From an optimization exercise on the open Yosys and OpenROAD flow, aimed at small area; shortcuts taken in it are not production practice.
Only simulation tests tie the RTL to the original design; equivalence was not proved.

== v6 ==
==> flow/design.v (excerpt) <==
module tlb #(
  parameter XLEN = 64,
  parameter TLB_ENTRIES = 8   
) (
  input  wire             clk,
  input  wire             reset_n,
  input  wire             lookup_valid,       
  input  wire [XLEN-1:0]  lookup_vaddr,       
  input  wire             lookup_is_store,    
  input  wire             lookup_is_fetch,    
  output wire             lookup_hit,         
  output wire [XLEN-1:0]  lookup_paddr,       
  output wire             lookup_page_fault,  
  input  wire             update_valid,       
  input  wire [XLEN-1:0]  update_vpn,         
  input  wire [XLEN-1:0]  update_ppn,         
  input  wire [7:0]       update_pte,         
  input  wire [XLEN-1:0]  update_level,       
  input  wire [1:0]       privilege_mode,     
  input  wire             mstatus_sum,        
  input  wire             mstatus_mxr,        
  input  wire             translation_enabled,  
  input  wire             flush_all,          
  input  wire             flush_vaddr,        
  input  wire [XLEN-1:0]  flush_addr          
);
  localparam NE = 8;
  reg  [NE-1:0] tlb_valid;
  reg  [26:0]   tlb_vpn  [0:NE-1];
  reg  [51:0]   tlb_ppn  [0:NE-1];
  reg  [3:0]    tlb_kind [0:NE-1];   
  reg  [2:0]    tlb_replace_idx;
  wire upd_vpn_ok = ~|update_vpn[63:27];
  wire upd_lvl_hi0 = ~|update_level[63:2];
  wire upd_l1 = upd_lvl_hi0 & (update_level[1:0] == 2'd1);
  ...
Size: roughly 680 flip-flops, roughly 410 I/O pins, ~28,000 µm² of cells after synthesis.
clock: 12.0 ns
lec_check: 0
cap_margin: 20
core_margin: 2
core_utilization: 70
slew_margin: 20
standard.sh (not shown) runs the stock make flow with config.mk's settings and CLKGATE_MAP_FILE= SYNTH_SCRIPT=/design/flow/synth_recipe.tcl, a recipe that flattens the netlist after the stock synthesis.
==> flow/flow/run.sh <==
#!/bin/bash
# Standard ORFS layout with these changes, which only affect area:
#  - synthesis maps logic with an area-oriented ABC script (flow/synth.tcl
#    wraps synth_recipe.tcl and swaps in flow/abc_area.script)
#  - ports are buffered with the smallest buffer (sky130_fd_sc_hd__buf_1)
#  - CTS uses clkbuf_8 leaf clock buffers in clusters of at most 16
#    flip-flops, and inserts no dummy loads
# Each step's full log stays in orfs/logs/; make's own output goes to make.log.
set -euo pipefail
export FLOW_ABC_SCRIPT=$PWD/flow/abc_area.script
export FLOW_SYNTH_TCL=$PWD/synth_recipe.tcl
bash standard.sh \
  SYNTH_SCRIPT=$PWD/flow/synth.tcl \
  BUFFER_PORTS_ARGS="-buffer_cell sky130_fd_sc_hd__buf_1" \
  CTS_ARGS="-sink_clustering_enable -repair_clock_nets -dont_use_dummy_load -buf_list {sky130_fd_sc_hd__clkbuf_8} -root_buf sky130_fd_sc_hd__clkbuf_16 -tree_buf sky130_fd_sc_hd__clkbuf_8 -sink_clustering_size 16 -sink_clustering_max_diameter 60" \
  finish > make.log 2>&1
==> flow/flow/abc_area.script <==
&get -n
&st
&syn2
&dch -f
&nf -R 1000 -F 8 -A 4
&put
==> flow/flow/synth.tcl <==
# The standard synthesis (synth_recipe.tcl), with one change: the ABC
# mapping step uses an area-oriented script (flow/abc_area.script) in place
# of ORFS's abc_speed.script. Registers are mapped exactly as before.
proc abc {args} {
  set i [lsearch -exact $args -script]
  if { $i >= 0 } {
    lset args [expr { $i + 1 }] $::env(FLOW_ABC_SCRIPT)
  }
  puts "abc: using script $::env(FLOW_ABC_SCRIPT)"

  yosys abc {*}$args
}
source $::env(FLOW_SYNTH_TCL)
v6 finished every step from synthesis to the final layout, and the layout passed the timing, design-rule and antenna checks.
Input-level comparison between v7 and v6:
- changing CORE_UTILIZATION from 70 to 40
==> flow/flow/run.sh <==
#!/bin/bash
# Standard ORFS layout with two changes that only affect area:
#  - ports are buffered with the smallest buffer (sky130_fd_sc_hd__buf_1)
#  - CTS uses small leaf clock buffers in clusters of at most 9 flip-flops,
#    and inserts no dummy loads
# Each step's full log stays in orfs/logs/; make's own output goes to make.log.
set -euo pipefail
bash standard.sh \
  BUFFER_PORTS_ARGS="-buffer_cell sky130_fd_sc_hd__buf_1" \
  CTS_ARGS="-sink_clustering_enable -repair_clock_nets -dont_use_dummy_load -buf_list {sky130_fd_sc_hd__clkbuf_8} -root_buf sky130_fd_sc_hd__clkbuf_16 -tree_buf sky130_fd_sc_hd__clkbuf_8 -sink_clustering_size 14 -sink_clustering_max_diameter 80" \
  finish > make.log 2>&1
removed: flow/flow/abc_area.script
removed: flow/flow/synth.tcl
Results
Each of the runs, namely v6 and v7, reached the end of the flow and came out clean. v7 vs v6: buffer share of cell area up in v7. Taking v6 as the reference, in v7 utilization of the core after routing decreased by 33 points relative to the old numbers; fmax increased by 0.0077 GHz relative to the old numbers; worst setup timing slack at the placement stage increased by 0.52 ns relative to the old numbers. v6 → v7: total standard cell area after synthesis saw an increase, mean routed wirelength per cell shows an increase of about 0.3%.

==> port drivers added, routing unchanged <==
Ports are ideal in the flow. The routed layouts listed here were re-timed in OpenROAD. Step 1 sets driving cells, clkbuf_16 on the clock port and buf_2 on the other inputs (assumed; they add their load-dependent delay and slew). Step 2 times the ports against the registers' clock, not the clock port: input delays grow and output delays shrink by t, the midpoint of the rising clock arrivals with the driver on. Slacks: ideal ports / drivers / drivers and shift; pairs: ideal ports / drivers.
run | t (ns) | slack for setup (ns) | worst slew at a driven data input, ns
v6 | 0.619 | 1.352 / 1.324 / 1.324 | 0.10
v7 | 0.643 | 2.160 / 2.127 / 2.127 | 0.15
After both steps setup and hold are still met in every run listed. For v7, which loses most, drivers alone change the setup slack by -0.033 ns; drivers and shift together by -0.033 ns.
